This design comes from an exercise in tuning for small area and a short achievable clock period on the open sky130 flow, not from production work. The RTL was checked by simulation tests, not by an equivalence proof against the original design. Power is estimated from default activity; no workload was simulated.

==> flow/design.v, too long to show whole: its modules and the start of the top module <==
// module booth_enc: 12 lines
// module booth_onen: 3 lines
// module booth_twon: 3 lines
// module booth_negc: 3 lines
// module booth_enc0: 11 lines
// module booth_xn: 7 lines
// module booth_sel: 9 lines
// module booth_sel0: 9 lines
// module booth_sel_n: 8 lines
// module CSA: 10 lines
// module HADD: 9 lines
// module CSA1: 9 lines
// module simple_Adder: 1100 lines
// module k_nand2: 1 lines
// module k_nor2: 1 lines
// module k_xor2: 1 lines
// module k_xnor2: 1 lines
// module k_inv: 1 lines
// module k_aoi21: 1 lines
// module k_oai21: 1 lines
// module wallace: 3587 lines
// module multiplierTree: 27 lines
// module regnext: 9 lines
module multiplierTree (
    input clk,
    input rst,
    input en,
    input [31:0] a,
    input [31:0] b,
    output reg [63:0] c
);
  // ...
==> flow/flow/run.sh <==
#!/bin/bash
# Standard synthesis and layout; before placement every cell is set to its
# smallest drive (flow/downsize.tcl) so that repair sizes up only what timing needs.
set -euo pipefail
here=$(pwd)
bash standard.sh synth > synth.log 2>&1
export POST_FLOORPLAN_TCL=$here/flow/downsize.tcl
bash standard.sh finish POST_FLOORPLAN_TCL=$here/flow/downsize.tcl > layout.log 2>&1
==> flow/flow/downsize.tcl <==
# Set every standard cell to the smallest drive of its function before
# placement; repair_design and repair_timing then size up what needs it.
set db [ord::get_db]
set smallest [dict create]
foreach lib [$db getLibs] {
  foreach m [$lib getMasters] {
    set n [$m getName]
    if {![regexp {^(sky130_fd_sc_hd__[a-z0-9]+)_([0-9]+)$} $n -> base drv]} { continue }
    if {[string match "*lpflow*" $n] || [string match "*probe*" $n]} { continue }
    set a [expr {[$m getWidth] * [$m getHeight]}]
    if {![dict exists $smallest $base]} {
      dict set smallest $base [list $m $a $drv]
    } else {
      lassign [dict get $smallest $base] bm ba bd
      if {$a < $ba || ($a == $ba && $drv > $bd)} {
        dict set smallest $base [list $m $a $drv]
      }
    }
  }
}
set count 0
foreach inst [[ord::get_db_block] getInsts] {
  set m [$inst getMaster]
  set n [$m getName]
  if {![regexp {^(sky130_fd_sc_hd__[a-z0-9]+)_([0-9]+)$} $n -> base drv]} { continue }
  if {[string match "*df*" $base] || [string match "*clkbuf*" $base]} { continue }
  if {![dict exists $smallest $base]} { continue }
  set sm [lindex [dict get $smallest $base] 0]
  if {[$sm getName] ne $n} {
    $inst swapMaster $sm
    incr count
  }
}
puts "downsize: swapped $count instances"
==> flow/standard.sh <==
#!/bin/bash
# synth_recipe.tcl (not shown) runs the flow's synth.tcl, then flattens the netlist and writes it again
# the make line also repeats each setting of config.mk as NAME=value (left out here)
make -C /OpenROAD-flow-scripts/flow DESIGN_CONFIG=/design/flow/config.mk WORK_HOME=/design/flow/orfs CLKGATE_MAP_FILE= SYNTH_SCRIPT=/design/flow/synth_recipe.tcl "${@:-finish}"
==> flow/config.mk <==
export PLATFORM = sky130hd
export DESIGN_NAME = multiplierTree
export DESIGN_NICKNAME = multiplierTree
export VERILOG_FILES = /design/flow/design.v
export SDC_FILE = /design/flow/constraint.sdc
export NUM_CORES = 4
export LEC_CHECK = 0
export CAP_MARGIN = 20
export CORE_MARGIN = 2
export CORE_UTILIZATION = 40
export SETUP_SLACK_MARGIN = 2.0
export SLEW_MARGIN = 20
export SYNTH_HIERARCHICAL = 1
==> flow/constraint.sdc <==
create_clock -name core_clock -period 9.0 [get_ports {clk}]
set_input_delay 1.8000 -clock core_clock [delete_from_list [all_inputs] [get_ports {clk}]]
set_output_delay 1.8000 -clock core_clock [all_outputs]
set_load 0.01 [all_outputs]
==> flow_summary.ini, run 1 <==
[placement]
routabilityCongestion = 0.996
dpl_cell_area_sq_um = 27400

[worst_setup_path]
crit_cells = 20
r2r-end = c[41]
cpMostUsedCell = fa_1

[clock_network]
cts_setup_buffers = 0
tritoncts = built
clock_sinks = 128
path_clk_slew_ns = 0.07

[timing]
hold_viol = 0

[synthesis]
syn-num-nets = 3058

[power]
switching_power_mw = 6.42
power.total_mw = 11.4
swShare = 0.565
ir_worst_vdd_v = 0.000298
internal-power_mw = 4.94

[finish]
final_area_sq_um = 28200
nFlopsAndLatches = 128
final_cell_mix = xnor2_1, o22ai_1, fa_1

[route]
highest_layer = met4
drt_iter0_drc = 2040

[floorplanning]
core_area_sq_um = 63000
fp.dieH_um = 256

[global_route]
grt_busiest_layer = met2
grt_max_degree = 77

[run_status]
outcome = finished clean
==> run 2, diff against run 1 <==
--- a/flow/config.mk
+++ b/flow/config.mk
@@ -7,7 +7,8 @@
 export LEC_CHECK = 0
 export CAP_MARGIN = 20
 export CORE_MARGIN = 2
-export CORE_UTILIZATION = 40
-export SETUP_SLACK_MARGIN = 2.0
+export CORE_UTILIZATION = 60
+export CTS_BUF_LIST = sky130_fd_sc_hd__clkbuf_8
+export SETUP_SLACK_MARGIN = 2.3
 export SLEW_MARGIN = 20
 export SYNTH_HIERARCHICAL = 1
==> flow_summary.ini, run 2 <==
[worst_hold_path]
hold_end = c[0]
worst_hold_path_type = reg -> reg
hold_depth = 1
worstHoldStart = c[0]

[global_route]
grt_pass1_wl_mm = 135
grt_use_total = 0.408
antenna_found_initial = 1
overflow = 0
first_global_vias = 22500
grt_max_degree = 78

[timing]
min_period_ns = 6.54
fmax_mhz = 153
final.setup.tns_ns = 0
slew_viol_final = 0
tightest_slew_ns = 0.875
rsz0062_at_grt = yes
fin_skew_ns = 0.0272
slew_headroom = 0.417
min_period_over_period = 0.727
setup_viol = 0
hold_viol = 0

[route]
vias_per_cell = 6.90
antenna_left = 0
wl_per_cell_um = 27.3
routed_wl_mm = 88.1
via_count = 22300
drcViolationCount = 0
dr.pass1.iters = 9
drt_iter0_drc = 2986

[finish]
top_register = c
stdcell_count = 3232
fin_nets = 3220
area_growth_pct = 10.5
final_cell_mix = xnor2_1, o22ai_1, fa_1
final_common_cell = xnor2_1
largest_reg_flops = 64
fill_cells = 3416
largestRegisters = c (64), A (32), B (32)
drive_above_1_share = 0.112

[placement]
place_inst = 3176
routabilityCongestion = 1.01
place_hpwl_mm = 67.8
io_buffers = 130

[clock_network]
tritoncts = built
clock_sinks = 128
ctsRootBufferMaster = clkbuf_8
path_clk_slew_ns = 0.10
htreeDepth = 4
insertion_delay_ns = 0.55
cts_buffers = 17
clock_path_buffers = 2
cts_hold_buf = 0

[power]
leakage_nw = 9.80
ir_worst_vdd_v = 0.000285
powerDensity_nw_per_um2 = 396

[synthesis]
syn-num-nets = 3058
netlist_instances = 2517
syn_area_per_cell_sq_um = 10.1
synth_area_sq_um = 25400
ys_warn_count = 7

[worst_setup_path]
cp_cell_sequence = buf_4 -> a21boi_1 -> fa_1 -> fa_1 -> fa_1 -> fa_1 -> fa_1 -> xnor2_1 -> nor2_1 -> nand2_1 -> nor2_1 -> nand2_1 -> o21ai_1 -> a21oi_2 -> o21ai_1 -> xnor2_1 -> a22o_1
startpoint_type = flop
cp_max_fo = 29
r2r-end = c[53]
arrival_ns = 6.99
endpoint_kind = flop
cp.required_ns = 9.45
critPathSlowestCell = o21ai_1
slowest_delay_ns = 0.56
r2r_slack_ns = 2.46
r2r-start = B[19]
cpMostUsedCell = fa_1
crit_type = reg -> reg
cp_top_family = adder cells
r2r_cells = 17
critical_path_buf_inv_count = 1

[floorplanning]
start_util = 0.607
die_w_um = 210
boundaryPins = 131
fp.dieH_um = 210
rows = 75
die_area_sq_um = 44000
core_area_sq_um = 41900

[run_status]
outcome = finished clean

[job]
cap_violations = 0
[run 2: through the flow]
| step | util | power, mW | area, sq um | setup WS (ns) | hold WS [ns] |
|---|---|---|---|---|---|
| 2_1_floorplan | - | 9.42 | 25500 | 2.32 | 0.453 |
| 3_3_place_gp | 0.644 | 9.93 | 27000 | 1.66 | 0.451 |
| 3_5_place_dp | 0.644 | 10.0 | 27000 | 1.58 | 0.454 |
| 4_1_cts | 0.660 | 10.7 | 27600 | 2.33 | 0.474 |
| 5_1_grt | 0.670 | 12.0 | 28100 | 2.26 | 0.488 |
| 6_report | 0.671 | 11.1 | 28100 | 2.46 | 0.469 |
[run 2: cell type report]
cell class,count,area [sq um],area share
multi-input combinational,2218,21800,0.776
timing repair buffer,232,2330,0.0831
tap,539,674,0.0240
inverter,82,308,0.0110
clock buffer,19,262,0.00932
antenna,1,2.50,0.0000892
sequential,128,2600,0.0927
clock inverter,13,116,0.00415
[run 2: worst max-delay path by stage]
stage | from | to | depth (start not counted)
6_report | B[19] | c[53] | 17
3_5_place_dp | B[27] | c[39] | 19
5_1_grt | B[31] | c[39] | 21
3_3_place_gp | B[27] | c[39] | 19
2_1_floorplan | B[21] | c[39] | 20
4_1_cts | B[23] | c[39] | 21
[run 2: report_power, final]
part / switching (mW) / internal, mW
clock network: 0.277 / 0.213
logic: 5.89 / 3.94
registers: 0.0969 / 0.694
total: 6.26 / 4.85
[run 2: per-layer routing]
layer  track usage  part of all wire  vias to the layer above
li1              -                 -                     9424
met1         0.552              0.39                    10900
met2         0.599              0.42                     1686
met3         0.130              0.14                      324
met4         0.184             0.053                        0
met5             0                 0                        -
[run 2: timing repair]
action	4_1_cts	5_1_grt
gates resized for setup	32	64
buffers inserted	9	9
endpoints found under the setup margin	45	40
gates cloned	1	3
pin swaps	3	3
==> run 3, diff against run 2 <==
--- a/flow/config.mk
+++ b/flow/config.mk
@@ -9,6 +9,6 @@
 export CORE_MARGIN = 2
 export CORE_UTILIZATION = 60
 export CTS_BUF_LIST = sky130_fd_sc_hd__clkbuf_8
-export SETUP_SLACK_MARGIN = 2.3
+export SETUP_SLACK_MARGIN = 2.6
 export SLEW_MARGIN = 20
 export SYNTH_HIERARCHICAL = 1
==> flow_summary.ini, run 3 <==
[worst_setup_path]
endpoint_kind = flop
crit_type = reg -> reg
r2r-start = B[31]
r2r_slack_ns = 2.78
startpoint_type = flop
arrival_ns = 6.66
r2r_cells = 20
r2r-end = c[55]
cp.required_ns = 9.44
cp_max_fo = 36

[timing]
hold_viol = 0
fin_skew_ns = 0.0223
final.setup.tns_ns = 0
min_period_ns = 6.22
min_period_over_period = 0.691
slew_headroom = 0.309
whs_ns = 0.468
slew_viol_final = 0
setup_viol = 0
fmax_mhz = 161
tightest_slew_ns = 1.03
setup_slack_ns = 2.78
rsz0062_at_grt = yes

[power]
power.total_mw = 11.9
leakage_nw = 10.1
ir_worst_vdd_v = 0.000332
powerDensity_nw_per_um2 = 413

[floorplanning]
die_area_sq_um = 44000
start_util = 0.607
die_w_um = 210
boundaryPins = 131
rows = 75
fp.dieH_um = 210
core_area_sq_um = 41900

[synthesis]
syn_area_per_cell_sq_um = 10.1
syn-num-nets = 3058
synth_area_sq_um = 25400
netlist_instances = 2517
ys_warn_count = 7

[finish]
final_common_cell = xnor2_1
fill_cells = 3340
largestRegisters = c (64), A (32), B (32)
top_register = c
final_cell_mix = xnor2_1, o22ai_1, fa_1
largest_reg_flops = 64
area_growth_pct = 13.5
num_antenna_cells = 0
fin_nets = 3262
drive_above_1_share = 0.144

[route]
routed_wl_mm = 94.9
drcViolationCount = 0
drt_iter0_drc = 3038
vias_per_cell = 7.01
wl_per_cell_um = 29.0
via_count = 22900
dr.pass1.iters = 8
antenna_left = 0

[global_route]
antenna_found_initial = 0
grt_max_degree = 82
grt_use_total = 0.428
overflow = 0
first_global_vias = 22700
grt_pass1_wl_mm = 140

[clock_network]
clock_path_buffers = 2
htreeDepth = 4
cts_buffers = 17
clock_sinks = 128
path_clk_slew_ns = 0.08
tritoncts = built
ctsRootBufferMaster = clkbuf_8
cts_hold_buf = 0
insertion_delay_ns = 0.56

[placement]
dp_slack_ns = 1.72
routabilityCongestion = 1.08
place_hpwl_mm = 70.4
io_buffers = 130

[worst_hold_path]
worst_hold_path_type = reg -> reg
hold_depth = 1
hold_end = c[60]
worstHoldStart = c[60]

[run_status]
outcome = finished clean

[job]
cap_violations = 0
==> run 3: layout make-up <==
| class | instances | area (sq um) | share of cell area |
|---|---|---|---|
| flip-flops and latches | 128 | 2640 | 0.0916 |
| multi-input cells | 2217 | 22000 | 0.764 |
| inverters | 82 | 308 | 0.0107 |
| well taps | 539 | 674 | 0.0234 |
| clock inverters | 13 | 139 | 0.00482 |
| clock buffers | 18 | 248 | 0.00860 |
| repair buffers | 275 | 2780 | 0.0964 |
==> run 3: report_power, final <==
group / internal [mW] / leakage (nW) / switching (mW) / total (mW)
clock: 0.251 / 0.189 / 0.270 / 0.521
combinational: 4.36 / 8.88 / 6.22 / 10.6
sequential: 0.693 / 1.07 / 0.112 / 0.805
total: 5.30 / 10.1 / 6.60 / 11.9
==> run 3: metal layers <==
layer / global-route usage / vias up / part of all wire
met5: 0 / - / 0
met4: 0.201 / 0 / 0.056
met3: 0.145 / 353 / 0.15
met2: 0.621 / 1872 / 0.41
met1: 0.580 / 11200 / 0.39
li1: - / 9532 / -
==> run 3: worst max-delay path, stage by stage, from the launching register on <==
cell	delay, ns
dfxtp_2	0.35
buf_12	0.20
nor3b_4	0.20
a21oi_4	0.32
o22ai_1	0.20
fa_1	0.50
fa_1	0.52
fa_1	0.46
fa_1	0.46
fa_1	0.61
fa_1	0.48
xnor2_2	0.19
nor2_1	0.24
nand2_1	0.20
nor2_1	0.24
a21oi_1	0.14
o21ai_1	0.18
a21oi_2	0.07
o21ai_1	0.19
xnor2_1	0.11
a22o_1	0.24
==> run 3: metrics by stage <==
step	util	instances	area, sq um
after floorplan	-	2517	25700
after global placement	0.644	3172	27000
after detailed placement	0.644	3172	27000
after CTS	0.670	3234	28000
after global routing	0.689	3272	28800
final	0.689	3272	28800
==> run 3: worst max path at each step <==
stage | slack, ns | cells past startpoint | endpoint | from
3_5_place_dp | 1.72 | 20 | c[43] | B[1]
6_report | 2.78 | 20 | c[55] | B[31]
3_3_place_gp | 1.76 | 20 | c[43] | B[1]
4_1_cts | 2.60 | 19 | c[61] | B[7]
2_1_floorplan | 2.61 | 20 | c[39] | B[3]
5_1_grt | 2.55 | 19 | c[47] | B[15]
==> run 3: what timing repair did <==
item / 4_1_cts / 5_1_grt
setup endpoints to repair: 44 / 39
gates resized for setup: 55 / 94
pin swaps: 5 / 7
gates cloned: 0 / 2
buffers inserted: 31 / 35
==> run 4, diff against run 3 <==
==> flow/flow/run.sh (replaced) <==
#!/bin/bash
# Standard synthesis and layout, with two changes: before placement every
# cell is set to its smallest drive (flow/downsize.tcl) so that repair sizes
# up only what timing needs, and the port buffers are buf_1 cells.
set -euo pipefail
here=$(pwd)
bash standard.sh synth > synth.log 2>&1
export POST_FLOORPLAN_TCL=$here/flow/downsize.tcl
export BUFFER_PORTS_ARGS="-buffer_cell sky130_fd_sc_hd__buf_1"
bash standard.sh finish "POST_FLOORPLAN_TCL=$POST_FLOORPLAN_TCL" "BUFFER_PORTS_ARGS=$BUFFER_PORTS_ARGS" > layout.log 2>&1
--- a/flow/config.mk
+++ b/flow/config.mk
@@ -9,6 +9,6 @@
 export CORE_MARGIN = 2
 export CORE_UTILIZATION = 60
 export CTS_BUF_LIST = sky130_fd_sc_hd__clkbuf_8
-export SETUP_SLACK_MARGIN = 2.6
+export SETUP_SLACK_MARGIN = 2.3
 export SLEW_MARGIN = 20
 export SYNTH_HIERARCHICAL = 1
==> flow_summary.ini, run 4 <==
[worst_hold_path]
worst_hold_path_type = reg -> reg
worstHoldStart = c[38]
hold_depth = 1

[global_route]
grt_pass1_wl_mm = 139
antenna_found_initial = 0
grt_use_total = 0.426
first_global_vias = 22400
overflow = 0
grt_max_degree = 82

[synthesis]
syn_area_per_cell_sq_um = 10.1
ys_warn_count = 7
syn-num-nets = 3058
netlist_instances = 2517
synth_area_sq_um = 25400

[timing]
fmax_mhz = 153
min_period_ns = 6.52
final.setup.tns_ns = 0
hold_viol = 0
slew_headroom = 0.332
min_period_over_period = 0.725
tightest_slew_ns = 0.999
rsz0062_at_grt = yes
setup_viol = 0
fin_skew_ns = 0.0199
slew_viol_final = 0

[finish]
fill_cells = 3496
drive_above_1_share = 0.115
area_growth_pct = 7.27
final_common_cell = xnor2_1
final_cell_mix = xnor2_1, o22ai_1, fa_1
regArea_sq_um = 2610
top_register = c
largest_reg_flops = 64
num_antenna_cells = 0
largestRegisters = c (64), A (32), B (32)
fin_nets = 3217
stdcell_count = 3227
multi_input_area_sq_um = 21800

[route]
routed_wl_mm = 92.5
antenna_left = 0
dr.pass1.iters = 6
drcViolationCount = 0
drt_iter0_drc = 2734
wl_per_cell_um = 28.7
via_count = 22200
vias_per_cell = 6.88

[worst_setup_path]
cp_max_fo = 36
crit_type = reg -> reg
crit_start = B[31]
endpoint_kind = flop
r2r-start = B[31]
startpoint_type = flop
r2r_cells = 20
arrival_ns = 6.96
cp.required_ns = 9.44
r2r_slack_ns = 2.48

[clock_network]
tritoncts = built
clock_sinks = 128
ctsRootBufferMaster = clkbuf_8
cts_buffers = 17
htreeDepth = 4
insertion_delay_ns = 0.54
clock_path_buffers = 2
cts_hold_buf = 0
path_clk_slew_ns = 0.08

[power]
powerDensity_nw_per_um2 = 418
ir_worst_vdd_v = 0.000451
leakage_nw = 9.46

[placement]
place_inst = 3178
io_buffers = 130
routabilityCongestion = 1.11
place_hpwl_mm = 71.0

[floorplanning]
start_util = 0.607
die_w_um = 210
fp.dieH_um = 210
boundaryPins = 131
die_area_sq_um = 44000
rows = 75
core_area_sq_um = 41900

[job]
cap_violations = 0

[run_status]
outcome = finished clean
[run 4: metal layers]
| layer | vias up | global-route usage | wire (um) |
|---|---|---|---|
| met3 | 285 | 0.166 | 13500 |
| met4 | 0 | 0.157 | 3880 |
| met5 | - | 0 | 0 |
| li1 | 9437 | - | - |
| met1 | 10800 | 0.571 | 35900 |
| met2 | 1641 | 0.626 | 39100 |
[run 4: worst max-delay path: stages, from the launching register on]
cell	delay [ns]
dfxtp_2	0.32
clkbuf_8	0.29
nor3b_2	0.27
a21oi_4	0.35
o22ai_1	0.20
fa_1	0.51
fa_1	0.48
fa_1	0.55
fa_1	0.48
fa_1	0.49
fa_1	0.53
xnor2_1	0.30
nor2_1	0.14
a21oi_2	0.22
o21ai_1	0.18
a21oi_1	0.29
o21ai_1	0.11
a21oi_1	0.23
o21ai_1	0.13
xnor2_1	0.14
a22o_1	0.23
[run 4: worst paths after layout]
path	endpoint
worst max-delay path	c[51]
worst min register to register	c[38]
worst max register to register	c[51]
worst min-delay path	c[38]
[run 4: cell type report]
cell class              count  area share
clock buffers              19     0.00960
clock inverters            12     0.00491
inverters                  82      0.0113
multi-input cells        2217       0.802
flip-flops and latches    128      0.0958
well taps                 539      0.0248
repair buffers            230      0.0516
[run 4: power breakdown]
part	total, mW	internal, mW	leakage (nW)	switching (mW)
registers	0.798	0.694	1.07	0.104
clock network	0.521	0.259	0.192	0.261
logic	10.1	3.92	8.20	6.14
[run 4: per-stage QoR]
stage	hold WS, ns	setup WS [ns]	util	cell area [sq um]	total power [mW]
after detailed placement	0.445	1.79	0.625	26200	10.0
final	0.470	2.48	0.651	27200	11.4
after global routing	0.481	2.21	0.651	27200	12.2
after CTS	0.475	2.26	0.641	26800	10.7
after floorplan	0.453	2.32	-	25500	9.42
after global placement	0.444	1.84	0.625	26200	9.93
[run 4: what timing repair did]
action / 4_1_cts / 5_1_grt
endpoints found under the setup margin: 36 / 37
setup buffers: 6 / 10
resized for setup: 43 / 64
endpoints found under the hold margin: 0 / 0
pin swaps: 2 / 3
cloned: 0 / 2

## static timing again, ports no longer ideal
The results above use ideal ports. As a check the final layouts listed here were re-extracted and re-timed, cells and wires unchanged.
Step 1 (the two cells are an assumption about what drives the block):
set clk [get_ports {clk}]
set_driving_cell -lib_cell sky130_fd_sc_hd__clkbuf_16 $clk
set_driving_cell -lib_cell sky130_fd_sc_hd__buf_2 [delete_from_list [all_inputs] $clk]
Step 2 times the ports against the registers' clock, not the clock port: input delays grow and output delays shrink by t, the midpoint of the rising clock arrivals with the driver on.
Three values: no drivers, after step 1, after step 2; two values: the first two.
run | t (ns) | slack for setup (ns) | worst setup path at the end | worst data-port slew with drivers (ns) | cell pins on the clock port's net
run 1 | 0.552 | 2.250 / 2.250 / 2.250 | register to register | 0.04 | 1
run 2 | 0.589 | 2.457 / 2.457 / 2.457 | register to register | 0.04 | 1
run 3 | 0.604 | 2.777 / 2.777 / 2.777 | register to register | 0.04 | 1
run 4 | 0.592 | 2.477 / 2.477 / 2.477 | register to register | 0.04 | 1
After both steps every run listed still meets setup and hold.
